Background: an optimization exercise with open tools, aiming at small area, a short achievable clock period and few clock cycles. Do not read the settings as production practice. The RTL was checked by simulation tests, not by an equivalence proof against the original design. The clock port is modelled as an ideal driver; clocking choices that lean on that would not hold on a real chip. Power figures rest on the tool's default switching activity, not on a simulated workload.

== alpha ==
Design macci, start of the top module:
module macci(input  wire  clk,
             input  wire  clk_en,
             input  wire  reset,
             input  wire  [7:0]  n,
             input  wire  start,
             output reg   done,
             input  wire  [31:0] dataa,
             input  wire  [31:0] datab,
             output wire  [31:0] result);
  wire        go = start & clk_en;
  reg  [31:0] arn;                 
  reg  [15:0] neg, onen, twon;    
  reg         clr0, clr1, rdp;
  reg  [31:0] ps, pc;
  reg  [31:0] acc;
  reg  [7:0] dq;                  
  wire [7:0] dsum;
  wire [31:0] accg = clr1 ? 32'h0 : acc;
  wire [31:0] s2, c2;
  ...
For scale: ~1800 cells after synthesis, roughly 110 I/O pins, ~17000 um2 of cells after synthesis.
Settings: LEC_CHECK=0, ABC_AREA=1, CAP_MARGIN=20, CORE_MARGIN=2, CORE_UTILIZATION=65, SLEW_MARGIN=20; clock period 11.0 ns.
standard.sh (not shown) runs the stock make flow with config.mk's settings and CLKGATE_MAP_FILE= SYNTH_SCRIPT=/design/flow/synth_recipe.tcl, a recipe that flattens the netlist after the stock synthesis.
==> flow/flow/run.sh <==
#!/bin/bash
# The standard layout (standard.sh: the standard flow's synthesis and ORFS's steps, same
# constraints), with these changes to how it is made:
#  - after the standard synthesis, flow/polarity.py removes the inverters that
#    synthesis leaves around full adders (same function, same flip-flops) and
#    the netlist is read in again;
#  - the timing repair steps aim for MARGIN ns of setup slack beyond the
#    constraints instead of 0, so they size the logic for a shorter period;
#  - the port buffers are sky130_fd_sc_hd__buf_1 (every port still gets one);
#  - CTS adds no dummy loads;
#  - after CTS, flow/skew.tcl delays the clock of the internal registers
#    between the multiplier stage and the accumulator stage (ps, pc, dq) by a
#    few clock buffers, moving slack from the second stage to the first.  No
#    register that an input port feeds or that feeds an output port is moved.
# Logs: log_*.log here, and each ORFS step's own log under orfs/logs/.
set -euo pipefail
cd "$(dirname "$0")/.."
MARGIN=7.3
R=orfs/results/$FLOW_PLATFORM/macci/base
KNOBS=("SETUP_SLACK_MARGIN=$MARGIN"
       "BUFFER_PORTS_ARGS=-buffer_cell sky130_fd_sc_hd__buf_1"
       "CTS_ARGS=-sink_clustering_enable -repair_clock_nets -dont_use_dummy_load")
bash standard.sh synth > log_synth.log 2>&1
python3 flow/polarity.py $R/1_2_yosys.v $R/1_2_yosys.pol.v > log_polarity.log 2>&1
cp $R/1_2_yosys.v $R/1_2_yosys.std.v
mv $R/1_2_yosys.pol.v $R/1_2_yosys.v
rm -f $R/1_synth.odb $R/1_synth.sdc
bash standard.sh "${KNOBS[@]}" cts > log_cts.log 2>&1
cp $R/4_cts.odb $R/4_cts.noskew.odb
SKEW_IN=$R/4_cts.noskew.odb SKEW_OUT=$R/4_cts.odb \
  SKEW_BUFS="sky130_fd_sc_hd__clkbuf_1 sky130_fd_sc_hd__clkbuf_1 sky130_fd_sc_hd__clkbuf_1 sky130_fd_sc_hd__clkbuf_2 sky130_fd_sc_hd__clkbuf_8" \
  SKEW_REGS='^(ps|pc|dq)[^a-z]' openroad -exit -no_init flow/skew.tcl > log_skew.log 2>&1
bash standard.sh "${KNOBS[@]}" finish > log_layout.log 2>&1
Other scripts of this flow, unchanged in this note and not shown: flow/flow/polarity.py, flow/flow/skew.tcl
Testbench counts of alpha, summed over its fixed seeds: cycles 5,395.
Edits applied to the flow inputs when going from alpha to beta:
# alpha
export LEC_CHECK = 0
export ABC_AREA = 1
export CAP_MARGIN = 20
export CORE_MARGIN = 2
export CORE_UTILIZATION = 65
export SLEW_MARGIN = 20
create_clock -name core_clock -period 11.0 [get_ports {clk}]
# beta
export LEC_CHECK = 0
export ABC_AREA = 1
export CAP_MARGIN = 20
export CORE_MARGIN = 2
export CORE_UTILIZATION = 70
export SLEW_MARGIN = 20
create_clock -name core_clock -period 11.0 [get_ports {clk}]
--- a/flow/flow/run.sh
+++ b/flow/flow/run.sh
@@ -18 +18 @@
-MARGIN=7.3
+MARGIN=7.4
@@ -31 +31 @@
-  SKEW_BUFS="sky130_fd_sc_hd__clkbuf_1 sky130_fd_sc_hd__clkbuf_1 sky130_fd_sc_hd__clkbuf_1 sky130_fd_sc_hd__clkbuf_2 sky130_fd_sc_hd__clkbuf_8" \
+  SKEW_BUFS="sky130_fd_sc_hd__clkbuf_1 sky130_fd_sc_hd__clkbuf_1 sky130_fd_sc_hd__clkbuf_2 sky130_fd_sc_hd__clkbuf_8" \
### Flow results
Number of gates given a new drive strength after cts (beta over alpha): increase, 66
Against alpha as the reference, beta delivers a higher post-layout instance area.
beta vs. alpha: combinational power increased by about 1% relative to the old numbers, horizontal extent of the die saw a decrease, non-clock buffer count in the final layout rose by 4, sequential share of layout area dropped 0.36 points, utilization +7.5 points.
alpha → beta: routed wire length higher; worst path arrival time lower.
Taking alpha as the reference point, the global routing usage summed across all routing layers of beta rises by 5.8 points.
Inputs modified between beta and gamma:
# beta
export LEC_CHECK = 0
export ABC_AREA = 1
export CAP_MARGIN = 20
export CORE_MARGIN = 2
export CORE_UTILIZATION = 70
export SLEW_MARGIN = 20
create_clock -name core_clock -period 11.0 [get_ports {clk}]
# gamma
export LEC_CHECK = 0
export ABC_AREA = 1
export CAP_MARGIN = 20
export CORE_MARGIN = 2
export CORE_UTILIZATION = 65
export SLEW_MARGIN = 20
create_clock -name core_clock -period 11.0 [get_ports {clk}]
Leakage dissipation, beta and gamma, higher one = beta.
Delta (gamma minus beta): die area grew by 7.5%; width of the chip grew by about 3.7%; wire length on met2 shrank by 4.4%; layout buffering overhead excluding clock cells shrank by 0.80 points; first-iteration detailed-routing DRC count shrank by 18%.
The number of standard cells in the layout, taps in and fillers out of gamma and that of beta are within noise of each other.
Looking at worst-case headroom to the max-slew limit, gamma sits 1.6 points above beta.
Measured against each other, beta and gamma differ in met1 capacity usage during global routing, the lower figure coming from gamma.
Setup WNS beta -> gamma: worse
clr1$_DFF_PP0_ as the start point of the critical path was reported by gamma, and ps[27]$_DFF_PP0_ by beta.
Of beta and gamma, the run reporting the lower maximum clock skew at final layout was gamma.

========
try-indigo:
Another version of the RTL of macci (not shown whole).
Size in the first run: ~1800 cells after synthesis, roughly 110 I/O pins.
Settings: LEC_CHECK=0, ABC_AREA=1, CAP_MARGIN=20, CORE_MARGIN=2, CORE_UTILIZATION=65, SLEW_MARGIN=20; clock period 11.0 ns.
==> flow/flow/run.sh <==
#!/bin/bash
# The standard layout (standard.sh: the standard flow's synthesis and ORFS's steps, same
# constraints), with these changes to how it is made:
#  - after the standard synthesis, flow/polarity.py removes the inverters that
#    synthesis leaves around full adders (same function, same flip-flops) and
#    the netlist is read in again;
#  - the timing repair steps aim for MARGIN ns of setup slack beyond the
#    constraints instead of 0, so they size the logic for a shorter period;
#  - the port buffers are sky130_fd_sc_hd__buf_1 (every port still gets one);
#  - CTS adds no dummy loads;
#  - after CTS, flow/skew.tcl delays the clock of the internal registers
#    between the multiplier stage and the accumulator stage (ps, pc, dq) by a
#    few clock buffers, moving slack from the second stage to the first.  No
#    register that an input port feeds or that feeds an output port is moved.
# Logs: log_*.log here, and each ORFS step's own log under orfs/logs/.
set -euo pipefail
cd "$(dirname "$0")/.."
MARGIN=7.5
R=orfs/results/$FLOW_PLATFORM/macci/base
KNOBS=("SETUP_SLACK_MARGIN=$MARGIN"
       "BUFFER_PORTS_ARGS=-buffer_cell sky130_fd_sc_hd__buf_1"
       "CTS_ARGS=-sink_clustering_enable -repair_clock_nets -dont_use_dummy_load")
bash standard.sh synth > log_synth.log 2>&1
python3 flow/polarity.py $R/1_2_yosys.v $R/1_2_yosys.pol.v > log_polarity.log 2>&1
cp $R/1_2_yosys.v $R/1_2_yosys.std.v
mv $R/1_2_yosys.pol.v $R/1_2_yosys.v
rm -f $R/1_synth.odb $R/1_synth.sdc
bash standard.sh "${KNOBS[@]}" cts > log_cts.log 2>&1
cp $R/4_cts.odb $R/4_cts.noskew.odb
SKEW_IN=$R/4_cts.noskew.odb SKEW_OUT=$R/4_cts.odb \
  SKEW_BUFS="sky130_fd_sc_hd__clkbuf_1 sky130_fd_sc_hd__clkbuf_1 sky130_fd_sc_hd__clkbuf_2 sky130_fd_sc_hd__clkbuf_8" \
  SKEW_REGS='^(ps|pc|dq)[^a-z]' openroad -exit -no_init flow/skew.tcl > log_skew.log 2>&1
bash standard.sh "${KNOBS[@]}" finish > log_layout.log 2>&1
Other scripts of this flow, unchanged in this note and not shown: flow/flow/polarity.py, flow/flow/skew.tcl
Testbench counts of try-indigo, summed over its fixed seeds: cycles 5,395.
Input-level comparison between try-xenon and try-indigo:
diff --git a/flow/flow/run.sh b/flow/flow/run.sh
--- a/flow/flow/run.sh
+++ b/flow/flow/run.sh
@@ -18 +18 @@
-MARGIN=7.5
+MARGIN=7.1
## What came out
- try-xenon finished every step from synthesis to the final layout, and the layout passed the timing, DRC and antenna checks.
- try-xenon vs try-indigo: power dissipated in combinational cells down by a few percent
- try-xenon: critical path depth 9 above try-indigo
- On worst hold slack: try-xenon sits below try-indigo.
- Via count: try-xenon better than try-indigo

========
macci, a different RTL version from the one above (not shown whole).
Size in the first run: ~1800 cells after synthesis, ~110 I/O pins.
clock: 11.0 ns
lec_check: 0
abc_area: 1
cap_margin: 20
core_margin: 2
core_utilization: 65
slew_margin: 20
==> flow/flow/run.sh <==
#!/bin/bash
# The standard layout (standard.sh: the standard flow's synthesis and ORFS's steps, same
# constraints), with these changes to how it is made:
#  - after the standard synthesis, flow/polarity.py removes the inverters that
#    synthesis leaves around full adders (same function, same flip-flops) and
#    the netlist is read in again;
#  - the timing repair steps aim for MARGIN ns of setup slack beyond the
#    constraints instead of 0, so they size the logic for a shorter period;
#  - the port buffers are sky130_fd_sc_hd__buf_1 (every port still gets one);
#  - CTS adds no dummy loads;
#  - after CTS, flow/skew.tcl delays the clock of the internal registers
#    between the multiplier stage and the accumulator stage (ps, pc, dq) by a
#    few clock buffers, moving slack from the second stage to the first.  No
#    register that an input port feeds or that feeds an output port is moved.
# Logs: log_*.log here, and each ORFS step's own log under orfs/logs/.
set -euo pipefail
cd "$(dirname "$0")/.."
MARGIN=7.3
R=orfs/results/$FLOW_PLATFORM/macci/base
KNOBS=("SETUP_SLACK_MARGIN=$MARGIN"
       "BUFFER_PORTS_ARGS=-buffer_cell sky130_fd_sc_hd__buf_1"
       "CTS_ARGS=-sink_clustering_enable -repair_clock_nets -dont_use_dummy_load")
bash standard.sh synth > log_synth.log 2>&1
python3 flow/polarity.py $R/1_2_yosys.v $R/1_2_yosys.pol.v > log_polarity.log 2>&1
cp $R/1_2_yosys.v $R/1_2_yosys.std.v
mv $R/1_2_yosys.pol.v $R/1_2_yosys.v
rm -f $R/1_synth.odb $R/1_synth.sdc
bash standard.sh "${KNOBS[@]}" cts > log_cts.log 2>&1
cp $R/4_cts.odb $R/4_cts.noskew.odb
SKEW_IN=$R/4_cts.noskew.odb SKEW_OUT=$R/4_cts.odb \
  SKEW_BUFS="sky130_fd_sc_hd__clkbuf_1 sky130_fd_sc_hd__clkbuf_1 sky130_fd_sc_hd__clkbuf_2 sky130_fd_sc_hd__clkbuf_8" \
  SKEW_REGS='^(ps|pc|dq)[^a-z]' openroad -exit -no_init flow/skew.tcl > log_skew.log 2>&1
bash standard.sh "${KNOBS[@]}" finish > log_layout.log 2>&1
Other scripts of this flow, unchanged in this note and not shown: flow/flow/polarity.py, flow/flow/skew.tcl
Testbench counts at the start, summed over its fixed seeds: cycles 5,395.
Next try:
--- a/flow/flow/run.sh
+++ b/flow/flow/run.sh
@@ -17,3 +17,3 @@
 cd "$(dirname "$0")/.."
-MARGIN=7.3
+MARGIN=7.4
 R=orfs/results/$FLOW_PLATFORM/macci/base
What happened: Design area rose by 2.9%. Final cell count increases by 1.6%. Setup slack is better by 91 ps.

## port drivers added, routing unchanged
How much do the figures lean on ideal ports? The routed layouts below were timed once more, with nothing changed but the port constraints. Step 1 (the two cells are an assumption about what drives the block):
set clk [get_ports {clk}]
set_driving_cell -lib_cell sky130_fd_sc_hd__clkbuf_16 $clk
set_driving_cell -lib_cell sky130_fd_sc_hd__buf_2 [delete_from_list [all_inputs] $clk]
Step 2, shift: input delay + t, output delay - t, t = (earliest + latest rising clock arrival at the registers) / 2. This alone moves slack from input paths to output paths. a / b / c = no drivers / after step 1 / after step 2; a / b = the first two.
run	shift t [ns]	setup slack, ns	hold WS [ns]	worst setup path at the end	clock arrival spread, ns	worst slew at a driven data input, ns
alpha	0.761	7.500 / 7.500 / 7.500	0.196 / 0.196 / 0.196	register to register	0.617 / 0.616	0.03
beta	0.793	7.581 / 7.581 / 7.285	0.266 / 0.266 / 0.266	input, reset recovery	0.664 / 0.663	0.04
gamma	0.723	7.536 / 7.536 / 7.364	0.308 / 0.308 / 0.308	input, reset recovery	0.531 / 0.531	0.04
try-indigo	0.690	7.584 / 7.584 / 7.294	0.331 / 0.331 / 0.331	input, reset recovery	0.464 / 0.464	0.04
try-xenon	0.683	7.357 / 7.357 / 6.893	0.185 / 0.185 / 0.185	input, reset recovery	0.451 / 0.451	0.03
the first run of note 3	0.720	7.453 / 7.453 / 7.188	0.325 / 0.325 / 0.325	input, reset recovery	0.516 / 0.516	0.03
the second run of note 3	0.688	7.544 / 7.544 / 7.274	0.299 / 0.299 / 0.299	input, reset recovery	0.477 / 0.476	0.04
In every run listed the clock reaches the registers at very different times; t lies between them, and the last value is a rough guide only. The setup slack of try-xenon, which loses most, moves by 0.000 ns with the drivers and by -0.464 ns with both steps. The worst setup slack also covers recovery checks on asynchronous resets.
